This design comes from an exercise in tuning for small area on the open sky130 flow, not from production work.
Function not checked in this run: the RTL went through the layout flow alone.
Power is estimated from default activity; no workload was simulated.

### flow/run.sh
#!/bin/bash
# synth_recipe.tcl (not shown) runs the flow's synth.tcl, then flattens the netlist and writes it again
# the make line also repeats each setting of config.mk as NAME=value (left out here)
make -C /OpenROAD-flow-scripts/flow DESIGN_CONFIG=/design/flow/config.mk WORK_HOME=/design/flow/orfs CLKGATE_MAP_FILE= SYNTH_SCRIPT=/design/flow/synth_recipe.tcl finish
### flow/config.mk
export PLATFORM = sky130hd
export DESIGN_NAME = riscv_final
export DESIGN_NICKNAME = riscv_final
export VERILOG_FILES = /design/flow/design.v
export SDC_FILE = /design/flow/constraint.sdc
export NUM_CORES = 4
export LEC_CHECK = 0
export CAP_MARGIN = 20
export CORE_MARGIN = 2
export CORE_UTILIZATION = 40
export SLEW_MARGIN = 20
### flow/constraint.sdc
create_clock -name core_clock -period 11.0 [get_ports {clk}]
set_input_delay 2.2000 -clock core_clock [delete_from_list [all_inputs] [get_ports {clk}]]
set_output_delay 2.2000 -clock core_clock [all_outputs]
set_load 0.01 [all_outputs]
### flow/design.v
`timescale 1 ns / 1 ps 
module alu(op1, op2, alu_op, zero, result);
    input wire logic [31:0] op1, op2;
    input wire logic [3:0] alu_op;
    output logic zero;
    output logic [31:0] result;
localparam[3:0] ALUOP_AND = 4'b0000;
localparam[3:0] ALUOP_OR = 4'b0001;
localparam[3:0] ALUOP_ADD = 4'b0010;
localparam[3:0] ALUOP_SUB = 4'b0110;
localparam[3:0] ALUOP_LESS = 4'b0111;
localparam[3:0] ALUOP_SRL = 4'b1000;
localparam[3:0] ALUOP_SLL = 4'b1001;
localparam[3:0] ALUOP_SRA = 4'b1010;
localparam[3:0] ALUOP_XOR = 4'b1101;
    assign zero = (result == 0);
    always_comb
        case(alu_op)
            ALUOP_AND: result = op1 & op2;
            ALUOP_OR: result = op1 | op2;
            ALUOP_ADD: result = op1 + op2;
            ALUOP_SUB: result = op1 - op2;
            ALUOP_LESS: result = $signed(op1) < $signed(op2);
            ALUOP_SRL: result = op1 >> op2[4:0];
            ALUOP_SLL: result = op1 << op2[4:0];
            ALUOP_SRA: result = $unsigned($signed(op1) >>> op2[4:0]);
            ALUOP_XOR: result = op1 ^ op2; 
            default: result = op1 + op2;
        endcase
endmodule
`timescale 1ns / 1ps
module regfile(clk, readReg1, readReg2, writeReg, writeData, write, readData1, readData2);
    input wire logic clk;
    input wire logic [4:0] readReg1, readReg2, writeReg;
    input wire logic [31:0] writeData;
    input wire logic write;
    output logic [31:0] readData1, readData2;
    logic [31:0] register[31:0];
    always_ff@(posedge clk) begin
        readData1 <= (readReg1 == 0) ? 32'd0 : register[readReg1];
        readData2 <= (readReg2 == 0) ? 32'd0 : register[readReg2];
        if (write && (writeReg!=0)) begin
          register[writeReg] <= writeData;
          if (readReg1 == writeReg)
              readData1 <= writeData;
          if (readReg2 == writeReg)
              readData2 <= writeData;
       end
     end
endmodule
`timescale 1 ns / 1 ps 
module riscv_final(clk, rst, instruction, ALUResult, dReadData, PC, dAddress,
    dWriteData, MemRead, MemWrite, WriteBackData, iMemRead);
    parameter INITIAL_PC = 32'h00400000;
localparam[31:0] SINGLE_INSTRUCTION_OFFSET = 32'h00000004;
localparam[6:0] I_TYPE_OP = 7'b0010011;
localparam[6:0] LOAD_OP = 7'b0000011;
localparam[6:0] R_TYPE_OP = 7'b0110011;
localparam[6:0] U_TYPE_OP = 7'b0110111;
localparam[6:0] S_TYPE_OP = 7'b0100011;
localparam[6:0] SB_TYPE_OP = 7'b1100011;
localparam[6:0] JAL_OP = 7'b1101111;
localparam[6:0] JALR_OP = 7'b1100111;
localparam[2:0] ADD_SUB_F3 = 3'b000;
localparam[2:0] SL_F3 = 3'b001;
localparam[2:0] SLL_F3 = 3'b001;
localparam[2:0] SRL_F3 = 3'b101;
localparam[2:0] SRA_F3 = 3'b101;
localparam[6:0] LOGICAL_F7 = 7'b0000000;
localparam[2:0] SLT_F3 = 3'b010;
localparam[2:0] SLTU_F3 = 3'b011;
localparam[2:0] XOR_F3 = 3'b100;
localparam[2:0] SR_F3 = 3'b101;
localparam[2:0] OR_F3 = 3'b110;
localparam[2:0] AND_F3 = 3'b111;
localparam[6:0] SUB_F7 = 7'b0100000;
localparam[2:0] BEQ = 3'b000;
localparam[2:0] BNE = 3'b001;
localparam[2:0] BLT = 3'b100;
localparam[2:0] BGE = 3'b101;
localparam[3:0] ALUOP_AND = 4'b0000;
localparam[3:0] ALUOP_OR = 4'b0001;
localparam[3:0] ALUOP_ADD = 4'b0010;
localparam[3:0] ALUOP_SUB = 4'b0110;
localparam[3:0] ALUOP_LESS = 4'b0111;
localparam[3:0] ALUOP_SRL = 4'b1000;
localparam[3:0] ALUOP_SLL = 4'b1001;
localparam[3:0] ALUOP_SRA = 4'b1010;
localparam[3:0] ALUOP_XOR = 4'b1101;
    input wire logic clk;
    input wire logic rst;
    input wire logic [31:0] instruction;
    input wire logic [31:0] dReadData;
    output logic [31:0] PC;
    output logic [31:0] ALUResult;
    output logic [31:0] dAddress;
    output logic [31:0] dWriteData;
    output logic [31:0] WriteBackData;
    output logic MemRead;
    output logic MemWrite;
    output logic iMemRead;
    logic Zero;
    logic [4:0] readReg1;
    logic [4:0] readReg2;
    logic [4:0] write_Reg;
    logic LESS_THAN;
    logic [2:0] funct_3;
    logic [31:0] if_PC;
    logic [31:0] id_immediateData;
    logic [31:0] id_PC;
    logic id_ALUSrc;
    logic [3:0] id_ALUCtrl;
    logic id_RegWrite;
    logic id_MemToReg;
    logic id_MemWrite;
    logic id_MemRead;
    logic [31:0] id_op2;   
    logic [4:0] id_writeReg;
    logic [31:0] id_readData1;
    logic [31:0] id_readData2;
    logic id_Branch;
    logic[4:0] id_rs1;
    logic[4:0] id_rs2;
    logic id_isImmed;
    logic [6:0] id_opcode;
    logic [6:0] opcode;
    assign opcode = instruction[6:0];
    logic [31:0] ex_PC;
    logic [31:0] ex_immediateData;
    logic ex_RegWrite;
    logic ex_MemToReg;
    logic ex_MemWrite;
    logic ex_MemRead;  
    logic [4:0] ex_writeReg;
    logic [31:0] ex_readData2;
    logic [31:0] ex_ALUResult;
    logic ex_Branch;
    logic ex_Zero;
    logic [2:0] ex_funct_3;
    logic [31:0] ex_PC_plus_4;
    logic [6:0] ex_opcode;
    logic [31:0] ex_NEW_ALUResult;
    logic ex_jump;
    logic [31:0] ex_readData1;
    logic mem_PCSrc;
    logic mem_RegWrite;
    logic [4:0] mem_writeReg;
    logic mem_MemToReg;
    logic [31:0] mem_ReadData;
    logic [31:0] mem_branchTarget;
    logic [31:0] mem_ALUResult;
    logic mem_LESS_THAN;
    logic [2:0] mem_funct_3;
    logic mem_jump;
    logic [31:0] mem_op1;
    logic wb_regWrite;
    logic [4:0] wb_writeReg;
    logic wb_PCSrc;
    logic wb_jump;
    logic wbwb_jump;
    logic load_use_hazard;
    logic branch_mem_taken;
    logic branch_wb_taken;
    always_comb begin
        iMemRead = 0;
        branch_mem_taken = 0;
        load_use_hazard = 0;
        if(id_MemRead && (id_writeReg == readReg1 || id_writeReg == readReg2) && !ex_jump && !wb_jump) begin
            load_use_hazard = 1'b1;
            iMemRead = 0;
        end
        else begin
            load_use_hazard = 1'b0;
            iMemRead = 1;
        end
        if(ex_Branch && ex_Zero && mem_funct_3 == BNE)
            branch_mem_taken = 1'b0;
        else if(ex_Branch && !ex_Zero && mem_funct_3 == BNE)
            branch_mem_taken = 1'b1;
        else if(ex_Branch && !ex_Zero && mem_funct_3 == BLT && mem_LESS_THAN)
            branch_mem_taken = 1'b1;
        else if(ex_Branch && mem_funct_3 == BGE && !mem_LESS_THAN)
            branch_mem_taken = 1'b1;
        else if(ex_Branch && ex_Zero && mem_funct_3 == BEQ)
            branch_mem_taken = 1'b1;
        else
            branch_mem_taken = 1'b0;
        if(wb_PCSrc)
            branch_wb_taken = 1'b1;
        else
            branch_wb_taken = 1'b0;
        if(load_use_hazard && (branch_mem_taken || branch_wb_taken)) begin
            load_use_hazard = 1'b0;
            iMemRead = 1;
        end
    end
    always_comb begin
        PC = if_PC;
    end
    always_ff@(posedge clk) begin
        if(rst) begin
            if_PC <= INITIAL_PC;
        end
        else if(mem_PCSrc || wb_jump) begin
            if_PC <= mem_branchTarget;
        end
        else if(!load_use_hazard)begin
            if_PC <= PC + SINGLE_INSTRUCTION_OFFSET;
        end
    end    
    logic ALUSrc;
    logic [31:0] immediateData;    
    logic [3:0] ALUCtrl;
    logic RegWrite;
    logic MemToReg;
    logic MemWriteLocal;     
    logic MemReadLocal;
    logic Branch;
    logic isImmediate;
    always_comb begin
        ALUSrc = 0;
        if(instruction[6:0] == LOAD_OP || instruction[6:0] == S_TYPE_OP
            || instruction[6:0] == I_TYPE_OP)
            ALUSrc = 1'b1;
        else
            ALUSrc = 1'b0;
    end   
    always_comb begin
        ALUCtrl = 0;
        if(instruction[6:0] == LOAD_OP || instruction[6:0] == S_TYPE_OP)
            ALUCtrl = ALUOP_ADD;
        else if(instruction[6:0] == SB_TYPE_OP)
            ALUCtrl = ALUOP_SUB;                
        else if(instruction[6:0] == I_TYPE_OP || instruction[6:0] == R_TYPE_OP)
            if(instruction[14:12] == ADD_SUB_F3) begin
                if(instruction[6:0] == R_TYPE_OP && instruction[31:25] == SUB_F7)
                    ALUCtrl = ALUOP_SUB;
                else
                    ALUCtrl = ALUOP_ADD;
            end
            else if(instruction[14:12] == SLT_F3)
                ALUCtrl = ALUOP_LESS;
            else if(instruction[14:12] == AND_F3)
                ALUCtrl = ALUOP_AND;
            else if(instruction[14:12] == OR_F3)
                ALUCtrl = ALUOP_OR;
            else if(instruction[14:12] == XOR_F3)
                ALUCtrl = ALUOP_XOR;
            else if(instruction[14:12] == SLL_F3)
                ALUCtrl = ALUOP_SLL;
            else if(instruction[14:12] == SRL_F3 && instruction[31:25] == LOGICAL_F7)
                ALUCtrl = ALUOP_SRL;
            else if(instruction[14:12] == SRA_F3 && instruction[31:25] == SUB_F7)
                ALUCtrl = ALUOP_SRA;
            else
                ALUCtrl = ALUOP_AND;
        else
            ALUCtrl = ALUOP_ADD;
    end
    always_comb begin
        MemReadLocal = 0;
        if(instruction[6:0] == LOAD_OP)
            MemReadLocal = 1'b1;
        else
            MemReadLocal = 1'b0;
    end
    always_comb begin
        MemWriteLocal = 0;
        if(instruction[6:0] == S_TYPE_OP)
            MemWriteLocal = 1'b1;
        else
            MemWriteLocal = 1'b0;
    end
    always_comb begin
        MemToReg = 0;
        if(instruction[6:0] == LOAD_OP)
            MemToReg = 1'b1;
        else
            MemToReg = 1'b0;
    end
    always_comb begin
        RegWrite = 0;
        if(instruction[6:0] == LOAD_OP || instruction[6:0] == I_TYPE_OP || instruction[6:0] == R_TYPE_OP || instruction[6:0] == U_TYPE_OP || instruction[6:0] == JAL_OP || instruction[6:0] == JALR_OP)
            RegWrite = 1'b1;
        else
            RegWrite = 1'b0;
    end  
    regfile myRegister(.clk(clk), .readReg1(readReg1), .readReg2(readReg2),
	   .writeReg(wb_writeReg), .writeData(WriteBackData), .write(wb_regWrite),
	   .readData1(id_readData1), .readData2(id_readData2));
    always_comb begin
       readReg1 = 0;
       readReg2 = 0;
       write_Reg = 0;
       immediateData = 0;
       isImmediate = 0;
       Branch = 0;
       funct_3 = instruction[14:12];
       if(instruction[6:0] == SB_TYPE_OP)                
           Branch = 1'b1;
       else
           Branch = 1'b0;
	   if(instruction[6:0] == I_TYPE_OP || instruction[6:0] == LOAD_OP || instruction[6:0] == JALR_OP) begin
	       immediateData = {{20{instruction[31]}}, instruction[31:20] };
	       readReg1 = instruction[19:15];
	       write_Reg = instruction[11:7];
	       isImmediate = 1'b1;
	   end
	   else if(instruction[6:0] == JAL_OP) begin
	       immediateData = {{12{instruction[31]}}, instruction[19:12], instruction[20], instruction[30:21], 1'b0 };
	       write_Reg = instruction[11:7];
	       isImmediate = 1'b1;
	   end
	   else if(instruction[6:0] == R_TYPE_OP) begin
	       readReg1 = instruction[19:15];
	       readReg2 = instruction[24:20];
	       write_Reg = instruction[11:7];
	       isImmediate = 1'b0;
	   end
	   else if(instruction[6:0] == S_TYPE_OP) begin
	       readReg1 = instruction[19:15];
	       readReg2 = instruction[24:20];
	       immediateData = {{20{instruction[31]}}, instruction[31:25], instruction[11:7] };
	       isImmediate = 1'b1;
	   end
	   else if(instruction[6:0] == SB_TYPE_OP) begin
	       readReg1 = instruction[19:15];
	       readReg2 = instruction[24:20];
	       immediateData = {{20{instruction[31]}}, instruction[7], instruction[30:25], instruction[11:8], 1'b0 };
	       isImmediate = 1'b0;
	   end
	   else if(instruction[6:0] == U_TYPE_OP) begin
	       readReg1 = 5'b00000;
	       readReg2 = instruction[24:20];
	       immediateData = { instruction[31:12], 12'b000000000000}; 
	       write_Reg = instruction[11:7];
	       isImmediate = 1'b1;      
       end
	end
	always_ff@(posedge clk) begin
	   if(rst) begin
           id_PC <= INITIAL_PC;
           id_ALUSrc <= 0;
           id_immediateData <= 0;
           id_ALUCtrl <= 0;
           id_RegWrite <= 0;
           id_MemToReg <= 0;
           id_MemWrite <= 0;
           id_MemRead <= 0;
           id_writeReg <= 0;
           id_Branch <= 0;
           id_rs1 <= 0;
           id_rs2 <= 0;
           id_isImmed <= 0;
           id_opcode <= 0;
       end
       else begin
           if(!load_use_hazard)
	           id_PC <= if_PC;
           id_ALUSrc <= ALUSrc;
           id_immediateData <= immediateData;
           id_ALUCtrl <= ALUCtrl;
           id_opcode <= instruction[6:0];
           if(!load_use_hazard && !branch_mem_taken && !branch_wb_taken && !wb_jump && !wbwb_jump) begin
               id_RegWrite <= RegWrite;
               id_MemToReg <= MemToReg;
               id_MemWrite <= MemWriteLocal;
               id_MemRead <= MemReadLocal;
               id_rs1 <= readReg1;
               id_rs2 <= readReg2;
               id_writeReg <= write_Reg;
               id_Branch <= Branch; 
           end
           else begin
               id_opcode <= 0;
               id_RegWrite <= 0;
               id_MemToReg <= 0;
               id_MemWrite <= 0;
               id_MemRead <= 0;
               id_rs1 <= 0;
               id_rs2 <= 0;
               id_writeReg <= 0;
               id_Branch <= 0; 
           end          
           id_isImmed <= isImmediate;
       end
	end
    logic [31:0] op1;
    logic [31:0] op2;
    logic[31:0] forwardedValue;
    assign ex_PC_plus_4 = ex_PC + 4;
    always_comb begin
        op1 = 0;
        op2 = 0;
        if(id_rs1 == ex_writeReg && ex_RegWrite && ex_writeReg != 0)
            op1 = ex_ALUResult;
        else if(id_rs1 == mem_writeReg && mem_RegWrite && !mem_MemToReg && mem_writeReg != 0 && !mem_jump)
            op1 = mem_ALUResult;
        else if(id_rs1 == mem_writeReg && mem_RegWrite && mem_MemToReg && mem_writeReg != 0 && !wb_jump)
            op1 = dReadData;
        else
            op1 = id_readData1;
        if(id_rs2 == ex_writeReg && ex_RegWrite && ex_writeReg != 0)
            forwardedValue = ex_ALUResult;
        else if(id_rs2 == mem_writeReg && mem_RegWrite && !mem_MemToReg && mem_writeReg != 0)
            forwardedValue = mem_ALUResult;
        else if(id_rs2 == mem_writeReg && mem_RegWrite && mem_MemToReg && mem_writeReg != 0)
            forwardedValue = dReadData;
        else
            forwardedValue = id_readData2;
        if(id_isImmed)
            op2 = id_immediateData;
        else 
            op2 = forwardedValue;
    end
	alu myAlu(.op1(op1), .op2(op2), .alu_op(id_ALUCtrl), .zero(Zero), .result(ALUResult));
	assign LESS_THAN = (ALUResult[31]) ? 1 : 0;
	always_ff@(posedge clk) begin
	   if(rst ) begin
           ex_PC <= INITIAL_PC;
           ex_RegWrite <= 0;
           ex_MemToReg <= 0;
           ex_MemWrite <= 0;
           ex_MemRead <= 0;  
           ex_Branch <= 0;
           ex_Zero <= 0;
           ex_immediateData <= 0;
           ex_funct_3 <= 0;
           ex_opcode <= 0;
           ex_ALUResult <= 0;
           ex_writeReg <= 0;
           ex_readData2 <= 0;
           ex_readData1 <= 0;
       end
       else begin
	       ex_PC <= id_PC;
	       if(!branch_wb_taken && !branch_mem_taken && !mem_jump) begin
               ex_RegWrite <= id_RegWrite;
               ex_MemToReg <= id_MemToReg;
               ex_MemWrite <= id_MemWrite;
               ex_MemRead <= id_MemRead;
               ex_ALUResult <= ALUResult;
               ex_Branch <= id_Branch;
               ex_writeReg <= id_writeReg;
               ex_funct_3 <= funct_3;
               ex_opcode <= id_opcode;
           end
           else begin
               ex_RegWrite <= 0;
               ex_MemToReg <= 0;
               ex_MemWrite <= 0;
               ex_MemRead <= 0;
               ex_ALUResult <= 0;
               ex_Branch <= 0;
               ex_writeReg <= 0;
               ex_funct_3 <= 0;
               ex_opcode <= 0;
           end
           ex_readData2 <= forwardedValue;
           ex_readData1 <= id_readData1;
           ex_Zero <= Zero;
           ex_immediateData <= id_immediateData;
       end
	end	
	always_comb begin
	   ex_NEW_ALUResult = 0;
	   if(ex_opcode == JAL_OP)
	       ex_NEW_ALUResult = ex_PC;
	   else if(ex_opcode == JALR_OP)
	       ex_NEW_ALUResult = ex_PC;
       else 
           ex_NEW_ALUResult = ex_ALUResult;
	end
    always_comb begin
        ex_jump = 0;
           if(ex_opcode == JAL_OP || ex_opcode == JALR_OP && !ex_jump)
                ex_jump = 1;
           else
                ex_jump = 0;
        dAddress = ex_ALUResult;
        if(mem_jump)
            MemRead = 0;
        else 
            MemRead = ex_MemRead;
        MemWrite = ex_MemWrite;
        dWriteData = ex_readData2;
        mem_PCSrc = branch_mem_taken;
        if(wbwb_jump)
             mem_PCSrc = 0;
        mem_branchTarget = ex_PC + ex_immediateData - SINGLE_INSTRUCTION_OFFSET;
        if(ex_opcode == JAL_OP)
            mem_branchTarget = ex_PC + ex_immediateData - SINGLE_INSTRUCTION_OFFSET;
        else if(ex_opcode == JALR_OP)
            mem_branchTarget = mem_op1 + ex_immediateData;
        else
            mem_branchTarget = ex_PC + ex_immediateData - SINGLE_INSTRUCTION_OFFSET;
    end
	always_ff@(posedge clk) begin
       if(rst) begin
           mem_writeReg <= 0;
           mem_ALUResult <= 0;
           mem_LESS_THAN <= 0;
       end
       if(rst || mem_jump) begin
           mem_RegWrite <= 0;
           mem_MemToReg <= 0; 
           mem_funct_3 <= 0;
       end
       else begin
           mem_RegWrite <= ex_RegWrite;
           mem_MemToReg <= ex_MemToReg;  
           mem_writeReg <= ex_writeReg;
           mem_ALUResult <= ex_NEW_ALUResult;
           mem_LESS_THAN <= LESS_THAN;
           mem_funct_3 <= ex_funct_3;
       end
       if((id_opcode == JAL_OP || id_opcode == JALR_OP) && !wb_jump && !mem_jump && !mem_PCSrc)
            wb_jump <= 1;
        else if(wb_jump) begin
            wb_jump <= 0;
        end
        else
            wb_jump <= 0;
       mem_op1 <= op1;
       wb_PCSrc <= mem_PCSrc;
       mem_jump <= ex_jump;
       wbwb_jump <= wb_jump;
       if(rst) begin
           wb_jump <= 0;
           mem_op1 <= 0;
           wb_PCSrc <= 0;
           mem_jump <= 0;
           wbwb_jump <= 0;
       end
	end	
    always_comb begin
        WriteBackData = 0;
       if(mem_MemToReg)
           WriteBackData = dReadData;
       else
           WriteBackData = mem_ALUResult;
       wb_regWrite = mem_RegWrite;
       wb_writeReg = mem_writeReg;
    end 
endmodule
==> impl_results.md <==
* WS Path Type: reg2out
* Min-Delay Path Class: reg2reg
* FMAX at 94.8 MHz
* Buf+Inv Stages, Crit Path at 3
* Fin crit period at 10,540 ps
* Pins Over Slew Limit at 0
* Final net count at between 8k and 9k
* Flops & latches, synth at about 1.4k
* CP Data Required Time at roughly 8800 ps
* Detail Route Antenna Nets at 0
* Peak VDD IR at between 0.15 and 0.2 mV
* Multi-input gate area at about 0.037 mm²
* Synth Flop Type: edfxtp_1
* Global route overflow at 0
* Post-Route WL at roughly 350 mm
* Max FFs per register at approximately 1k
* Clock transition at the registers of the reported paths at 60 ps
* CP Capture Type: output port
* Initial antenna violation count at 25
* Async SR Flop Fraction at 0%
* # clock sinks at ~1.4k
* Count of hold-fix buffers inserted at cts at 0
* DRT iter0 DRCs at about 9k
* Number of global-route vias before repair at 65.8k
* R2r endpoint: ex_Zero
* EDFF count, synth at 1,062
* Count of cell types in the netlist at around 110
* Crit path launch type: register
* Remaining DRCs at 0
* Final Hold Fails at 0
* Layout cells sized above 1 at roughly 7.8%
* CP peak stage delay at approximately 730 ps
* Avg Synthesized Cell Area at a little under 10 µm²
* Die W at between 400 and 500 µm
* Reg-to-Reg Start: ex_writeReg[1]
* Tightest Pin Transition at about 1200 ps
* Vias per inst at 6.37
* Per-cell routed wire length at 31.8 µm
* Worst Reg2Reg Path Length in Cells at 24
* Max-slew headroom at 19.4%
* Most used cell, CP: a21oi_1
* GR Util All Layers at 33.2%
* Flop-to-flop setup slack at between 3000 and 4000 ps
* Post-Syn Area at 0.0794 mm²
* Crit Path Max Fanout at 29
* I/O pins at 229
* H-tree levels at 4
* Lkg Pwr at between 30 and 40 nW
* FF+latch area at slightly below 0.04 mm²
* WP data arrival at between 8000 and 9000 ps
* CTS max path bufs at 3
* CTS tree: built
* Slowest CP cell: o21ai_0
* Vias at approximately 70k
* Chip height at between 400 and 500 µm
* Worst Min Path Start: id_opcode[0]
* Final setup vio count at 0
* RSZ-0062 raised after global routing: no
* Row count at roughly 160
* Status: no timing/DRC/antenna violations
* First-pass GRT wire length at roughly 490 mm
* Initial Util at between 40% and 50%
* WHS Endpoint: wb_jump
* DRT Pass-1 Iters at 9
* Fin crit share at 95.9%
* WHS Path Cells at 2
* Mapped Cells at about 8.2k
* P&R area growth vs syn at 13.2%
* Post-detail-place hpwl at 224 mm
* Yosys warns at 3
* Final Wtd Congestion at 1.03
* Pin count of the biggest net entering global routing at ~170
* Seq/Total Area, Yosys at 49.8%
* Critical path, cell by cell: xnor2_1 -> nand4_1 -> nor2_4 -> buf_4 -> o21ai_0 -> o21ai_0 -> mux2i_1 -> ha_1 -> inv_1 -> o21bai_1 -> a21oi_1 -> nand3b_1 -> o211ai_1 -> a21oi_1 -> o41a_1 -> a31oi_1 -> o21bai_1 -> a21o_1 -> nor2b_1 -> a21oi_1 -> o22ai_1 -> a21oi_1 -> clkdlybuf4s50_1
* Max-Cap Viols at 0
* Setup TNS at 0 ps
* Pwr per Cell Area at between 100 and 150 mW/mm²
* Clock root buffer: clkbuf_16
* Core area at between 0.15 and 0.2 mm²
* CP delay by family, top: compound AO/OA/AOI/OAI gates
* # fillers at roughly 19k
* Die Footprint at roughly 0.20 mm²
* Hold_ws at approximately 450 ps
* I/O Buffers at roughly 230
* Most flop-heavy register: myRegister.register
* TritonCTS buffer count at 158
* Clock Skew at between 40 and 50 ps
* Clock Latency Late Sink at 840 ps
-- repair_timing --
| item | 4_1_cts | 5_1_grt |
|---|---|---|
| gates resized for setup | 0 | 2 |
| buffers inserted | 0 | 2 |
| endpoints found under the setup margin | 0 | 1 |
-- cells in the mapped netlist (25+ instances only) --
| cell | count | area share [%] |
|---|---|---|
| buf_1 | 58 | 0.27 |
| nor3_1 | 138 | 0.87 |
| nor2_1 | 520 | 2.5 |
| o32ai_1 | 34 | 0.38 |
| o22ai_1 | 50 | 0.39 |
| o21ai_0 | 307 | 1.9 |
| o21bai_1 | 27 | 0.26 |
| a311oi_1 | 194 | 2.1 |
| dfxtp_1 | 380 | 9.6 |
| or3_1 | 36 | 0.28 |
| a221oi_1 | 212 | 2.3 |
| o221ai_1 | 25 | 0.28 |
| a31oi_1 | 133 | 1.0 |
| nand2_1 | 1412 | 6.7 |
| and3_1 | 174 | 1.4 |
| a211oi_1 | 184 | 1.7 |
| ha_1 | 190 | 3.0 |
| xnor2_1 | 61 | 0.67 |
| o211ai_1 | 55 | 0.52 |
| mux2i_1 | 507 | 6.4 |
| a22oi_1 | 65 | 0.61 |
| and2_1 | 66 | 0.52 |
| a21oi_1 | 434 | 2.7 |
| edfxtp_1 | 1062 | 40 |
| inv_1 | 284 | 1.3 |
| nand3_1 | 365 | 2.3 |
| nand2b_1 | 37 | 0.29 |
| buf_2 | 36 | 0.23 |
| nor2b_1 | 138 | 1.1 |
| xor2_1 | 36 | 0.40 |
| a21o_1 | 36 | 0.34 |
| nor4_1 | 47 | 0.37 |
| clkbuf_1 | 540 | 2.6 |
| nand4_1 | 43 | 0.34 |
-- through the flow --
| step | power [mW] | std cells | util [%] | cell area, µm² | setup slack, ps |
|---|---|---|---|---|---|
| finish | 12.1 | 10979 | 45.6 | 89900 | 455 |
| global route | 12.4 | 10974 | 45.6 | 89900 | 112 |
| CTS | 12.1 | 10969 | 45.5 | 89800 | 469 |
| detailed placement | 6.92 | 10686 | 43.0 | 84800 | 625 |
| global placement | 6.92 | 10686 | 43.0 | 84800 | 612 |
| floorplan | 6.50 | 8238 | - | 79500 | 1770 |
-- worst min-delay path: cells and delay by family, from the launching register on --
| family | cells | cell delay, ps |
|---|---|---|
| flip-flops | 1 | 310 |
| AND/OR/NAND/NOR | 2 | 100 |
-- metal layers --
metal	vias to the layer above	share of wire, %	GRT usage [%]
met2	4340	43	50.1
li1	30332	-	-
met1	34374	39	43.3
met3	906	11	8.33
met4	16	6.6	19.0
met5	-	0.031	0
-- placed cells by master (no fill, tap or decap), types with 34 or more instances in the layout --
cell type and n:
mux2i_1 506, nor2_1 484, edfxtp_1 1062, nor2b_1 137, clkdlybuf4s50_1 224, clkbuf_1 46, o211ai_1 55, xor2_1 36
or3_1 34, dfxtp_1 379, o21ai_0 300, o22ai_1 50, nand2_1 1403, xnor2_1 61, a311oi_1 192, a21o_1 36
a211oi_1 183, ha_1 190, a22oi_1 65, clkbuf_16 161, nor4_1 45, a31oi_1 133, o32ai_1 34, a21oi_1 432
nand4_1 43, nor3_1 136, nand3_1 365, and3_1 173, a221oi_1 212, buf_4 228, and2_1 61, inv_1 282
-- logic make-up (layout without fill, tap and decap cells) --
family	after synthesis	in the layout	share of synthesized area (%)
and+or+nand+nor	3049	3049	17.3
AOI/OAI and AO/OA	1947	1947	17.2
DFF	1442	1442	49.8
buffers and inverters	946	1041	4.72
muxes	531	531	6.85
adders and majority gates	194	194	3.10
xor gates and xnor gates	97	97	1.07
other	1	38	0.00472
-- final cells by class --
class                           count  area share (%)
Multi-Input combinational cell   5850            40.8
Sequential cell                  1442            43.9
Clock inverter                     67           0.766
Inverter                          288            1.20
Clock buffer                      216            4.81
Timing Repair Buffer              470            4.76
Tap cell                         2640            3.67
Antenna cell                        6          0.0167
-- where the power goes --
| group | total, mW | leakage, nW | switching [mW] | internal [mW] |
|---|---|---|---|---|
| clock network | 5.26 | 2.43 | 2.32 | 2.94 |
| logic | 0.979 | 17.6 | 0.668 | 0.311 |
| registers | 5.86 | 13.0 | 0.0391 | 5.82 |
-- worst max path at each step --
stage	startpoint	end	slack, ps	cells after the start
after floorplan	dReadData[4]	ALUResult[31]	1770	26
after global placement	dReadData[6]	ALUResult[31]	610	25
after detailed placement	dReadData[6]	ALUResult[31]	630	25
after CTS	mem_writeReg[4]	ALUResult[28]	470	24
after global routing	dReadData[6]	ALUResult[31]	110	25
final	mem_writeReg[3]	ALUResult[28]	460	23

[what the ideal ports hide]
Ports are ideal in the flow. The routed layout listed here was re-timed in OpenROAD. Step 1 assumes that a clkbuf_16 drives the clock port and a buf_2 every other input. Step 2 adds t to the input delays and takes it off the output delays; t is the mean of the earliest and latest rising clock arrival at the registers after step 1. Input paths then give back, and output paths get back, about the clock's delay inside the block. Slacks: no drivers / after step 1 / after step 2; pairs: no drivers / after step 1.
shift t [ns]: 0.903
setup slack, ns: 0.455 / 0.364 / 0.505
clock arrival spread, ns: 0.060 / 0.061
worst slew at a driven data input, ns: 0.25
After both steps this run still meets setup and hold. For this run, drivers alone change the setup slack by -0.091 ns; drivers and shift together by +0.050 ns.
